Background: an optimization exercise with open tools, aiming at small area. Do not read the settings as production practice. In this exercise RTL edits were held to simulation tests only and were not proved equivalent to the original. Power figures rest on the tool's default switching activity, not on a simulated workload.

`flow/run.sh`:
```
#!/bin/bash
# synth_recipe.tcl (not shown) runs the flow's synth.tcl, then flattens the netlist and writes it again
# the make line also repeats each setting of config.mk as NAME=value (left out here)
make -C /OpenROAD-flow-scripts/flow DESIGN_CONFIG=/design/flow/config.mk WORK_HOME=/design/flow/orfs CLKGATE_MAP_FILE= SYNTH_SCRIPT=/design/flow/synth_recipe.tcl finish
```
`flow/config.mk`:
```
export PLATFORM = sky130hd
export DESIGN_NAME = CO
export DESIGN_NICKNAME = CO
export VERILOG_FILES = /design/flow/design.v
export SDC_FILE = /design/flow/constraint.sdc
export NUM_CORES = 4
export LEC_CHECK = 0
export ABC_AREA = 1
export CAP_MARGIN = 20
export CORE_MARGIN = 2
export CORE_UTILIZATION = 40
export SLEW_MARGIN = 20
export SYNTH_MEMORY_MAX_BITS = 32768
```
`flow/constraint.sdc`:
```
create_clock -name core_clock -period 5.0 [get_ports {clk}]
set_input_delay 1.0000 -clock core_clock [delete_from_list [all_inputs] [get_ports {clk}]]
set_output_delay 1.0000 -clock core_clock [all_outputs]
set_load 0.01 [all_outputs]
```
`flow/design.v`:
```
module ROM_COS(clka, ena, addra, douta);
input clka, ena;
input [9:0] addra;
output [11:0] douta;
assign douta = 12'd0;
endmodule
module ROM_SINE(clka, ena, addra, douta);
input clka, ena;
input [9:0] addra;
output [11:0] douta;
assign douta = 12'd0;
endmodule
module NCO(clk, rst, en, ncos, nsin);
input clk, rst, en;
output [11:0] ncos, nsin;
assign ncos = 12'd0;
assign nsin = 12'd0;
endmodule
module CO(clk, rst, en, I, Q, I_ro, Q_ro);
input clk, rst, en;
input [1:0] I;
input [1:0] Q;
output [13:0] I_ro;
output [13:0] Q_ro;
reg [9:0] m;
reg [1:0] It, Qt;
always @(posedge clk or posedge rst) begin
  if (rst) begin
    m <= 10'd127;
    It <= 2'd0;
    Qt <= 2'd0;
  end else begin
    m <= m + 10'd1;
    It <= I;
    Qt <= Q;
  end
end
reg [1:0] Ih, Qh;
reg [9:0] mh;
always @(posedge clk or posedge rst) begin
  if (rst) begin
    Ih <= 2'd0; Qh <= 2'd0; mh <= 10'd0;
  end else if (en) begin
    Ih <= It; Qh <= Qt; mh <= m;
  end
end
function [5:0] QT;
input [7:0] a;
begin
case (a)
  8'd0: QT = 6'd40;
  8'd1: QT = 6'd40;
  8'd2: QT = 6'd40;
  8'd3: QT = 6'd40;
  8'd4: QT = 6'd40;
  8'd5: QT = 6'd40;
  8'd6: QT = 6'd40;
  8'd7: QT = 6'd40;
  8'd8: QT = 6'd40;
  8'd9: QT = 6'd40;
  8'd10: QT = 6'd40;
  8'd11: QT = 6'd40;
  8'd12: QT = 6'd40;
  8'd13: QT = 6'd40;
  8'd14: QT = 6'd40;
  8'd15: QT = 6'd40;
  8'd16: QT = 6'd40;
  8'd17: QT = 6'd40;
  8'd18: QT = 6'd40;
  8'd19: QT = 6'd40;
  8'd20: QT = 6'd40;
  8'd21: QT = 6'd40;
  8'd22: QT = 6'd40;
  8'd23: QT = 6'd40;
  8'd24: QT = 6'd40;
  8'd25: QT = 6'd40;
  8'd26: QT = 6'd39;
  8'd27: QT = 6'd39;
  8'd28: QT = 6'd39;
  8'd29: QT = 6'd39;
  8'd30: QT = 6'd39;
  8'd31: QT = 6'd39;
  8'd32: QT = 6'd39;
  8'd33: QT = 6'd39;
  8'd34: QT = 6'd39;
  8'd35: QT = 6'd39;
  8'd36: QT = 6'd39;
  8'd37: QT = 6'd39;
  8'd38: QT = 6'd39;
  8'd39: QT = 6'd39;
  8'd40: QT = 6'd39;
  8'd41: QT = 6'd39;
  8'd42: QT = 6'd39;
  8'd43: QT = 6'd39;
  8'd44: QT = 6'd39;
  8'd45: QT = 6'd38;
  8'd46: QT = 6'd38;
  8'd47: QT = 6'd38;
  8'd48: QT = 6'd38;
  8'd49: QT = 6'd38;
  8'd50: QT = 6'd38;
  8'd51: QT = 6'd38;
  8'd52: QT = 6'd38;
  8'd53: QT = 6'd38;
  8'd54: QT = 6'd38;
  8'd55: QT = 6'd38;
  8'd56: QT = 6'd38;
  8'd57: QT = 6'd38;
  8'd58: QT = 6'd37;
  8'd59: QT = 6'd37;
  8'd60: QT = 6'd37;
  8'd61: QT = 6'd37;
  8'd62: QT = 6'd37;
  8'd63: QT = 6'd37;
  8'd64: QT = 6'd37;
  8'd65: QT = 6'd37;
  8'd66: QT = 6'd37;
  8'd67: QT = 6'd37;
  8'd68: QT = 6'd37;
  8'd69: QT = 6'd36;
  8'd70: QT = 6'd36;
  8'd71: QT = 6'd36;
  8'd72: QT = 6'd36;
  8'd73: QT = 6'd36;
  8'd74: QT = 6'd36;
  8'd75: QT = 6'd36;
  8'd76: QT = 6'd36;
  8'd77: QT = 6'd36;
  8'd78: QT = 6'd36;
  8'd79: QT = 6'd35;
  8'd80: QT = 6'd35;
  8'd81: QT = 6'd35;
  8'd82: QT = 6'd35;
  8'd83: QT = 6'd35;
  8'd84: QT = 6'd35;
  8'd85: QT = 6'd35;
  8'd86: QT = 6'd35;
  8'd87: QT = 6'd34;
  8'd88: QT = 6'd34;
  8'd89: QT = 6'd34;
  8'd90: QT = 6'd34;
  8'd91: QT = 6'd34;
  8'd92: QT = 6'd34;
  8'd93: QT = 6'd34;
  8'd94: QT = 6'd34;
  8'd95: QT = 6'd33;
  8'd96: QT = 6'd33;
  8'd97: QT = 6'd33;
  8'd98: QT = 6'd33;
  8'd99: QT = 6'd33;
  8'd100: QT = 6'd33;
  8'd101: QT = 6'd33;
  8'd102: QT = 6'd32;
  8'd103: QT = 6'd32;
  8'd104: QT = 6'd32;
  8'd105: QT = 6'd32;
  8'd106: QT = 6'd32;
  8'd107: QT = 6'd32;
  8'd108: QT = 6'd32;
  8'd109: QT = 6'd31;
  8'd110: QT = 6'd31;
  8'd111: QT = 6'd31;
  8'd112: QT = 6'd31;
  8'd113: QT = 6'd31;
  8'd114: QT = 6'd31;
  8'd115: QT = 6'd30;
  8'd116: QT = 6'd30;
  8'd117: QT = 6'd30;
  8'd118: QT = 6'd30;
  8'd119: QT = 6'd30;
  8'd120: QT = 6'd30;
  8'd121: QT = 6'd29;
  8'd122: QT = 6'd29;
  8'd123: QT = 6'd29;
  8'd124: QT = 6'd29;
  8'd125: QT = 6'd29;
  8'd126: QT = 6'd29;
  8'd127: QT = 6'd28;
  8'd128: QT = 6'd28;
  8'd129: QT = 6'd28;
  8'd130: QT = 6'd28;
  8'd131: QT = 6'd28;
  8'd132: QT = 6'd28;
  8'd133: QT = 6'd27;
  8'd134: QT = 6'd27;
  8'd135: QT = 6'd27;
  8'd136: QT = 6'd27;
  8'd137: QT = 6'd27;
  8'd138: QT = 6'd26;
  8'd139: QT = 6'd26;
  8'd140: QT = 6'd26;
  8'd141: QT = 6'd26;
  8'd142: QT = 6'd26;
  8'd143: QT = 6'd26;
  8'd144: QT = 6'd25;
  8'd145: QT = 6'd25;
  8'd146: QT = 6'd25;
  8'd147: QT = 6'd25;
  8'd148: QT = 6'd25;
  8'd149: QT = 6'd24;
  8'd150: QT = 6'd24;
  8'd151: QT = 6'd24;
  8'd152: QT = 6'd24;
  8'd153: QT = 6'd24;
  8'd154: QT = 6'd23;
  8'd155: QT = 6'd23;
  8'd156: QT = 6'd23;
  8'd157: QT = 6'd23;
  8'd158: QT = 6'd23;
  8'd159: QT = 6'd22;
  8'd160: QT = 6'd22;
  8'd161: QT = 6'd22;
  8'd162: QT = 6'd22;
  8'd163: QT = 6'd22;
  8'd164: QT = 6'd21;
  8'd165: QT = 6'd21;
  8'd166: QT = 6'd21;
  8'd167: QT = 6'd21;
  8'd168: QT = 6'd21;
  8'd169: QT = 6'd20;
  8'd170: QT = 6'd20;
  8'd171: QT = 6'd20;
  8'd172: QT = 6'd20;
  8'd173: QT = 6'd20;
  8'd174: QT = 6'd19;
  8'd175: QT = 6'd19;
  8'd176: QT = 6'd19;
  8'd177: QT = 6'd19;
  8'd178: QT = 6'd18;
  8'd179: QT = 6'd18;
  8'd180: QT = 6'd18;
  8'd181: QT = 6'd18;
  8'd182: QT = 6'd18;
  8'd183: QT = 6'd17;
  8'd184: QT = 6'd17;
  8'd185: QT = 6'd17;
  8'd186: QT = 6'd17;
  8'd187: QT = 6'd16;
  8'd188: QT = 6'd16;
  8'd189: QT = 6'd16;
  8'd190: QT = 6'd16;
  8'd191: QT = 6'd16;
  8'd192: QT = 6'd15;
  8'd193: QT = 6'd15;
  8'd194: QT = 6'd15;
  8'd195: QT = 6'd15;
  8'd196: QT = 6'd14;
  8'd197: QT = 6'd14;
  8'd198: QT = 6'd14;
  8'd199: QT = 6'd14;
  8'd200: QT = 6'd13;
  8'd201: QT = 6'd13;
  8'd202: QT = 6'd13;
  8'd203: QT = 6'd13;
  8'd204: QT = 6'd13;
  8'd205: QT = 6'd12;
  8'd206: QT = 6'd12;
  8'd207: QT = 6'd12;
  8'd208: QT = 6'd12;
  8'd209: QT = 6'd11;
  8'd210: QT = 6'd11;
  8'd211: QT = 6'd11;
  8'd212: QT = 6'd11;
  8'd213: QT = 6'd10;
  8'd214: QT = 6'd10;
  8'd215: QT = 6'd10;
  8'd216: QT = 6'd10;
  8'd217: QT = 6'd9;
  8'd218: QT = 6'd9;
  8'd219: QT = 6'd9;
  8'd220: QT = 6'd9;
  8'd221: QT = 6'd9;
  8'd222: QT = 6'd8;
  8'd223: QT = 6'd8;
  8'd224: QT = 6'd8;
  8'd225: QT = 6'd8;
  8'd226: QT = 6'd7;
  8'd227: QT = 6'd7;
  8'd228: QT = 6'd7;
  8'd229: QT = 6'd7;
  8'd230: QT = 6'd6;
  8'd231: QT = 6'd6;
  8'd232: QT = 6'd6;
  8'd233: QT = 6'd6;
  8'd234: QT = 6'd5;
  8'd235: QT = 6'd5;
  8'd236: QT = 6'd5;
  8'd237: QT = 6'd5;
  8'd238: QT = 6'd4;
  8'd239: QT = 6'd4;
  8'd240: QT = 6'd4;
  8'd241: QT = 6'd4;
  8'd242: QT = 6'd3;
  8'd243: QT = 6'd3;
  8'd244: QT = 6'd3;
  8'd245: QT = 6'd3;
  8'd246: QT = 6'd2;
  8'd247: QT = 6'd2;
  8'd248: QT = 6'd2;
  8'd249: QT = 6'd2;
  8'd250: QT = 6'd1;
  8'd251: QT = 6'd1;
  8'd252: QT = 6'd1;
  8'd253: QT = 6'd1;
  8'd254: QT = 6'd0;
  8'd255: QT = 6'd0;
  default: QT = 6'd0;
endcase
end
endfunction
function [5:0] RT;
input [7:0] a;
begin
case (a)
  8'd0: RT = 6'd0;
  8'd1: RT = 6'd0;
  8'd2: RT = 6'd0;
  8'd3: RT = 6'd1;
  8'd4: RT = 6'd1;
  8'd5: RT = 6'd1;
  8'd6: RT = 6'd1;
  8'd7: RT = 6'd2;
  8'd8: RT = 6'd2;
  8'd9: RT = 6'd2;
  8'd10: RT = 6'd2;
  8'd11: RT = 6'd3;
  8'd12: RT = 6'd3;
  8'd13: RT = 6'd3;
  8'd14: RT = 6'd3;
  8'd15: RT = 6'd4;
  8'd16: RT = 6'd4;
  8'd17: RT = 6'd4;
  8'd18: RT = 6'd4;
  8'd19: RT = 6'd5;
  8'd20: RT = 6'd5;
  8'd21: RT = 6'd5;
  8'd22: RT = 6'd5;
  8'd23: RT = 6'd6;
  8'd24: RT = 6'd6;
  8'd25: RT = 6'd6;
  8'd26: RT = 6'd6;
  8'd27: RT = 6'd7;
  8'd28: RT = 6'd7;
  8'd29: RT = 6'd7;
  8'd30: RT = 6'd7;
  8'd31: RT = 6'd8;
  8'd32: RT = 6'd8;
  8'd33: RT = 6'd8;
  8'd34: RT = 6'd8;
  8'd35: RT = 6'd9;
  8'd36: RT = 6'd9;
  8'd37: RT = 6'd9;
  8'd38: RT = 6'd9;
  8'd39: RT = 6'd9;
  8'd40: RT = 6'd10;
  8'd41: RT = 6'd10;
  8'd42: RT = 6'd10;
  8'd43: RT = 6'd10;
  8'd44: RT = 6'd11;
  8'd45: RT = 6'd11;
  8'd46: RT = 6'd11;
  8'd47: RT = 6'd11;
  8'd48: RT = 6'd12;
  8'd49: RT = 6'd12;
  8'd50: RT = 6'd12;
  8'd51: RT = 6'd12;
  8'd52: RT = 6'd13;
  8'd53: RT = 6'd13;
  8'd54: RT = 6'd13;
  8'd55: RT = 6'd13;
  8'd56: RT = 6'd13;
  8'd57: RT = 6'd14;
  8'd58: RT = 6'd14;
  8'd59: RT = 6'd14;
  8'd60: RT = 6'd14;
  8'd61: RT = 6'd15;
  8'd62: RT = 6'd15;
  8'd63: RT = 6'd15;
  8'd64: RT = 6'd15;
  8'd65: RT = 6'd16;
  8'd66: RT = 6'd16;
  8'd67: RT = 6'd16;
  8'd68: RT = 6'd16;
  8'd69: RT = 6'd16;
  8'd70: RT = 6'd17;
  8'd71: RT = 6'd17;
  8'd72: RT = 6'd17;
  8'd73: RT = 6'd17;
  8'd74: RT = 6'd18;
  8'd75: RT = 6'd18;
  8'd76: RT = 6'd18;
  8'd77: RT = 6'd18;
  8'd78: RT = 6'd18;
  8'd79: RT = 6'd19;
  8'd80: RT = 6'd19;
  8'd81: RT = 6'd19;
  8'd82: RT = 6'd19;
  8'd83: RT = 6'd20;
  8'd84: RT = 6'd20;
  8'd85: RT = 6'd20;
  8'd86: RT = 6'd20;
  8'd87: RT = 6'd20;
  8'd88: RT = 6'd21;
  8'd89: RT = 6'd21;
  8'd90: RT = 6'd21;
  8'd91: RT = 6'd21;
  8'd92: RT = 6'd21;
  8'd93: RT = 6'd22;
  8'd94: RT = 6'd22;
  8'd95: RT = 6'd22;
  8'd96: RT = 6'd22;
  8'd97: RT = 6'd22;
  8'd98: RT = 6'd23;
  8'd99: RT = 6'd23;
  8'd100: RT = 6'd23;
  8'd101: RT = 6'd23;
  8'd102: RT = 6'd23;
  8'd103: RT = 6'd24;
  8'd104: RT = 6'd24;
  8'd105: RT = 6'd24;
  8'd106: RT = 6'd24;
  8'd107: RT = 6'd24;
  8'd108: RT = 6'd25;
  8'd109: RT = 6'd25;
  8'd110: RT = 6'd25;
  8'd111: RT = 6'd25;
  8'd112: RT = 6'd25;
  8'd113: RT = 6'd26;
  8'd114: RT = 6'd26;
  8'd115: RT = 6'd26;
  8'd116: RT = 6'd26;
  8'd117: RT = 6'd26;
  8'd118: RT = 6'd26;
  8'd119: RT = 6'd27;
  8'd120: RT = 6'd27;
  8'd121: RT = 6'd27;
  8'd122: RT = 6'd27;
  8'd123: RT = 6'd27;
  8'd124: RT = 6'd28;
  8'd125: RT = 6'd28;
  8'd126: RT = 6'd28;
  8'd127: RT = 6'd28;
  8'd128: RT = 6'd28;
  8'd129: RT = 6'd28;
  8'd130: RT = 6'd29;
  8'd131: RT = 6'd29;
  8'd132: RT = 6'd29;
  8'd133: RT = 6'd29;
  8'd134: RT = 6'd29;
  8'd135: RT = 6'd29;
  8'd136: RT = 6'd30;
  8'd137: RT = 6'd30;
  8'd138: RT = 6'd30;
  8'd139: RT = 6'd30;
  8'd140: RT = 6'd30;
  8'd141: RT = 6'd30;
  8'd142: RT = 6'd31;
  8'd143: RT = 6'd31;
  8'd144: RT = 6'd31;
  8'd145: RT = 6'd31;
  8'd146: RT = 6'd31;
  8'd147: RT = 6'd31;
  8'd148: RT = 6'd32;
  8'd149: RT = 6'd32;
  8'd150: RT = 6'd32;
  8'd151: RT = 6'd32;
  8'd152: RT = 6'd32;
  8'd153: RT = 6'd32;
  8'd154: RT = 6'd32;
  8'd155: RT = 6'd33;
  8'd156: RT = 6'd33;
  8'd157: RT = 6'd33;
  8'd158: RT = 6'd33;
  8'd159: RT = 6'd33;
  8'd160: RT = 6'd33;
  8'd161: RT = 6'd33;
  8'd162: RT = 6'd34;
  8'd163: RT = 6'd34;
  8'd164: RT = 6'd34;
  8'd165: RT = 6'd34;
  8'd166: RT = 6'd34;
  8'd167: RT = 6'd34;
  8'd168: RT = 6'd34;
  8'd169: RT = 6'd34;
  8'd170: RT = 6'd35;
  8'd171: RT = 6'd35;
  8'd172: RT = 6'd35;
  8'd173: RT = 6'd35;
  8'd174: RT = 6'd35;
  8'd175: RT = 6'd35;
  8'd176: RT = 6'd35;
  8'd177: RT = 6'd35;
  8'd178: RT = 6'd36;
  8'd179: RT = 6'd36;
  8'd180: RT = 6'd36;
  8'd181: RT = 6'd36;
  8'd182: RT = 6'd36;
  8'd183: RT = 6'd36;
  8'd184: RT = 6'd36;
  8'd185: RT = 6'd36;
  8'd186: RT = 6'd36;
  8'd187: RT = 6'd36;
  8'd188: RT = 6'd37;
  8'd189: RT = 6'd37;
  8'd190: RT = 6'd37;
  8'd191: RT = 6'd37;
  8'd192: RT = 6'd37;
  8'd193: RT = 6'd37;
  8'd194: RT = 6'd37;
  8'd195: RT = 6'd37;
  8'd196: RT = 6'd37;
  8'd197: RT = 6'd37;
  8'd198: RT = 6'd37;
  8'd199: RT = 6'd38;
  8'd200: RT = 6'd38;
  8'd201: RT = 6'd38;
  8'd202: RT = 6'd38;
  8'd203: RT = 6'd38;
  8'd204: RT = 6'd38;
  8'd205: RT = 6'd38;
  8'd206: RT = 6'd38;
  8'd207: RT = 6'd38;
  8'd208: RT = 6'd38;
  8'd209: RT = 6'd38;
  8'd210: RT = 6'd38;
  8'd211: RT = 6'd38;
  8'd212: RT = 6'd39;
  8'd213: RT = 6'd39;
  8'd214: RT = 6'd39;
  8'd215: RT = 6'd39;
  8'd216: RT = 6'd39;
  8'd217: RT = 6'd39;
  8'd218: RT = 6'd39;
  8'd219: RT = 6'd39;
  8'd220: RT = 6'd39;
  8'd221: RT = 6'd39;
  8'd222: RT = 6'd39;
  8'd223: RT = 6'd39;
  8'd224: RT = 6'd39;
  8'd225: RT = 6'd39;
  8'd226: RT = 6'd39;
  8'd227: RT = 6'd39;
  8'd228: RT = 6'd39;
  8'd229: RT = 6'd39;
  8'd230: RT = 6'd39;
  8'd231: RT = 6'd40;
  8'd232: RT = 6'd40;
  8'd233: RT = 6'd40;
  8'd234: RT = 6'd40;
  8'd235: RT = 6'd40;
  8'd236: RT = 6'd40;
  8'd237: RT = 6'd40;
  8'd238: RT = 6'd40;
  8'd239: RT = 6'd40;
  8'd240: RT = 6'd40;
  8'd241: RT = 6'd40;
  8'd242: RT = 6'd40;
  8'd243: RT = 6'd40;
  8'd244: RT = 6'd40;
  8'd245: RT = 6'd40;
  8'd246: RT = 6'd40;
  8'd247: RT = 6'd40;
  8'd248: RT = 6'd40;
  8'd249: RT = 6'd40;
  8'd250: RT = 6'd40;
  8'd251: RT = 6'd40;
  8'd252: RT = 6'd40;
  8'd253: RT = 6'd40;
  8'd254: RT = 6'd40;
  8'd255: RT = 6'd40;
  default: RT = 6'd0;
endcase
end
endfunction
wire [7:0] v = mh[7:0];
wire [5:0] qa = QT(v);
wire [5:0] ra = RT(v);
wire [5:0] ca = mh[8] ? ra : qa;    
wire [5:0] sa = mh[8] ? qa : ra;    
wire cn = mh[9]^mh[8];              
wire sn = mh[9];                    
function [8:0] term; input [1:0] k; input [5:0] a; input neg;
  reg [7:0] mag;
  begin
    mag = (k == 2'd0) ? 8'd0 : (k == 2'd1) ? {2'b0,a} : {1'b0,a,1'b0};
    term = neg ? (~{1'b0,mag} + 9'd1) : {1'b0,mag};
  end
endfunction
wire [1:0] ki = Ih[1] ? (Ih[0] ? 2'd1 : 2'd2) : {1'b0,Ih[0]};
wire [1:0] kq = Qh[1] ? (Qh[0] ? 2'd1 : 2'd2) : {1'b0,Qh[0]};
wire [8:0] ri = term(ki, ca, Ih[1]^cn) + term(kq, sa, ~(Qh[1]^sn));
wire [8:0] rq = term(ki, sa, Ih[1]^sn) + term(kq, ca, Qh[1]^cn);
assign I_ro = {{5{ri[8]}}, ri};
assign Q_ro = {{5{rq[8]}}, rq};
endmodule
```
==> summary.txt <==
per-stage QoR:
step,utilization (%),setup slack (ns),hold WS (ns),power (uW),std cells
final,68.37,-0.3590,0.4635,1697,1028
after global routing,68.37,-0.7008,0.5027,1828,1028
after CTS,64.62,-0.3155,0.4679,1572,1018
after detailed placement,58.18,-0.7215,0.4468,1328,985
after global placement,58.18,-0.6073,0.4444,1310,985
after floorplan,-,0.003086,0.4296,808.9,679
final timing paths:
kind                       start       end  slack [ns]  cells after the start
max                        mh[0]  I_ro[12]       -0.36                     33
min                        Qt[0]     Qh[0]        0.46                      2
max reg2reg                 m[2]      m[9]        3.63                      6
min reg2reg                Qt[0]     Qh[0]        0.46                      2
max in group asynchronous    rst      m[2]        3.54                      3
min in group asynchronous    rst     Qh[1]        0.99                      2
per-layer routing:
| layer | routed length (um) | global-route usage, % | part of all wire [%] |
|---|---|---|---|
| met1 | 6387 | 35.94 | 44 |
| met2 | 6984 | 45.04 | 48 |
| met3 | 920 | 1.123 | 6.3 |
| met4 | 217 | 5.619 | 1.5 |
| met5 | 0 | 0 | 0 |
flip-flops by register name, summed over array words and instances (netlist names):
name / count
Ih: 2
Qh: 2
It: 2
mh: 10
Qt: 2
m: 10
critical path, delay by kind of cell, from the launching register on:
family / cells / cell delay, ns
flops: 1 / 0.45
xor+xnor: 1 / 0.19
buf+inv: 7 / 0.78
simple gates: 20 / 1.84
compound gates: 4 / 0.54
fa+ha+maj: 1 / 0.25
cells in the mapped netlist (2+ instances only):
cell type / n / area [sq um]
a21oi_2: 5 / 43.79
nor2_1: 61 / 229.0
buf_2: 10 / 50.05
inv_2: 11 / 41.29
a21oi_1: 30 / 150.1
nand2_2: 10 / 62.56
nor3_2: 2 / 20.02
xor2_1: 21 / 183.9
o211ai_1: 3 / 22.52
dfstp_2: 7 / 183.9
ha_1: 29 / 362.9
dfrtp_1: 21 / 525.5
nand4_1: 15 / 93.84
o21ai_0: 34 / 170.2
clkbuf_1: 5 / 18.77
a31oi_1: 3 / 18.77
nand2_1: 213 / 799.5
and2_1: 3 / 18.77
nand3_1: 66 / 330.3
nand3_2: 2 / 20.02
o31ai_1: 2 / 15.01
nor2_2: 8 / 50.05
or2_2: 2 / 12.51
xnor2_1: 10 / 87.58
o21ai_1: 8 / 40.04
nor3_1: 3 / 15.01
clkinv_1: 2 / 7.510
nand3b_1: 3 / 22.52
inv_1: 63 / 236.5
fa_1: 2 / 40.04
buf_4: 15 / 112.6
area by class of cell:
| type | instances | share of cell area [%] |
|---|---|---|
| Sequential cell | 28 | 10.64 |
| Inverter | 77 | 4.529 |
| Timing Repair Buffer | 243 | 29.80 |
| Multi-Input combinational cell | 543 | 51.73 |
| Tap cell | 133 | 2.479 |
| Clock buffer | 4 | 0.8200 |
repair_timing:
item	4_1_cts	5_1_grt
buffers inserted	30	14
setup endpoints to repair	25	25
gates resized for setup	183	71
pin swaps	44	43
cells by family (layout without fill, tap and decap cells):
group | after synthesis | count (layout) | share of synthesized area, %
buffers and inverters | 108 | 324 | 11.89
xor gates and xnor gates | 31 | 31 | 6.667
DFF | 28 | 28 | 17.42
AOI/OAI and AO/OA | 92 | 92 | 12.87
adders and majority gates | 31 | 31 | 9.893
and+or+nand+nor | 389 | 389 | 41.26
power by group through the flow:
stage	registers, uW	clock network, uW	logic (uW)
after CTS	244	137	1190
final	244	131	1320
after global placement	247	0	1060
after detailed placement	247	0	1080
after floorplan	242	0	567
after global routing	246	148	1430
placed cells by master, fill, tap and decap left out, drive strengths merged, types with 10 or more instances in the layout:
cell	instances
buf	227
nand2	223
inv	74
nor2	69
nand3	68
o21ai	42
a21oi	35
ha	29
xor2	21
dfrtp	21
nand4	15
clkdlybuf4s50	11
xnor2	10
==> impl_metrics.yaml <==
critical_path:
  crit_required_ns: 4.00
  crit_path_top_delay_cell: "dfrtp_2"
  start_kind: "flip-flop"
  crit_path_end_kind: "output pin"
  critPathMaxFanout: 6
  cp.arrival_ns: 4.36
  max_stage_delay_ns: 0.45
  path_class: "reg -> out"
pwr:
  cellPowerDensity_nw_per_um2: 252.8
  p_leak_uw: 0.003479
  intPower_uw: 989.0
  p_comb_share_pct: 77.9
  p_switching_uw: 708.2
  clock_power_share_pct: 7.7
  netSwitchingFraction_pct: 41.73
  seqPwrFrac_pct: 14.4
  ir_worst_vdd_mv: 0.2616
sta:
  setup_viol: 17
  setup_ws_ns: -0.3590
  timing.final.max_slew_violations: 0
  slew_headroom_pct: 50.22
  fmax_mhz: 186.6
  finalCritPeriodShare_pct: 107.2
  hold_viol_final: 0
  period_needed_ns: 5.359
  worst_pin_slew_ns: 0.7443
  finalClockSkew_ns: 0.0008228
  finalSetupTns_ns: -4.863
  rsz0062_at_grt: "true"
yosys:
  syn-num-nets: 717
  synth-async-reset-ratio_pct: 100.0
  ys_seq_area_share_pct: 17.42
  postSynth.topFlopCell: "dfrtp_1"
  syn_inst: 679
  yosys_warnings: 1
  synth.ff_latch_count: 28
  netlist_area_sq_um: 4073
  ys_types: 41
  avgSynthCellArea_sq_um: 5.998
  synth-edff-count: 0
route:
  wire_per_inst_um: 14.11
  drtAntennaViolNets: 0
  wl_um: 14510
  vias: 5329
  via_per_inst: 5.184
  drt_pass1_iterations: 5
  drtIter0Drc: 371
  drcViolationCount: 0
floorplan:
  die_area_sq_um: 11010
  coreArea_sq_um: 9819
  die_h_um: 104.9
  dieWidth_um: 104.9
  pin_count: 35
  rows: 36
  start_util_pct: 41.48
clock_tree:
  ctsLongestPathBuffers: 2
  clock_sinks: 28
  clk_pin_slew_ns: 0.08
  cts_buffers: 3
  htreeDepth: 1
  clock_latency_ns: 0.26
  cts-root-buf: "clkbuf_8"
  cts_tree: "yes"
  hold_buffers: 0
placed_design:
  dp_hpwl_um: 10700
  port_buffers: 34
  place_congestion: 0.9967
  placed_area_sq_um: 5713
layout:
  multi_input_area_sq_um: 3473
  num_antenna_cells: 0
  area_growth_pct: 64.85
  regArea_sq_um: 714.4
  drive_above_1_share_pct: 44.47
  stdcell_area_sq_um: 6714
  filler_cell_count: 869
  design.final.nets: 934
grt:
  grt_overflow_total: 0
  grt_start_max_net_pins: 29
  grtUsageTotal_pct: 26.03
  first_global_vias: 5207
  grt_pass1_wl_um: 24040
  antenna_found_initial: 0
status:
  violations: "negative setup slack"
  status: "failed layout checks"
hold_path:
  hp-class: "reg -> reg"
run:
  cap_violations: 0

[re-timing with driven ports]
No port has a modelled driver above. Below, the same layout with a new extraction and two added sets of constraints.
Step 1 assumes that a clkbuf_16 drives the clock port and a buf_2 every other input.
Step 2 also shifts input and output timing later by t, the mid clock arrival at the registers, as if the neighbouring blocks saw the same clock.
Slacks: ideal / step 1 / step 2; pairs: ideal / step 1.
shift t [ns]: 0.283
setup slack, ns: -0.359 / -0.382 / -0.099
worst hold slack (ns): 0.463 / 0.463 / 0.463
worst setup path at the end: register to output
For this run, drivers alone change the setup slack by -0.023 ns; drivers and shift together by +0.260 ns.
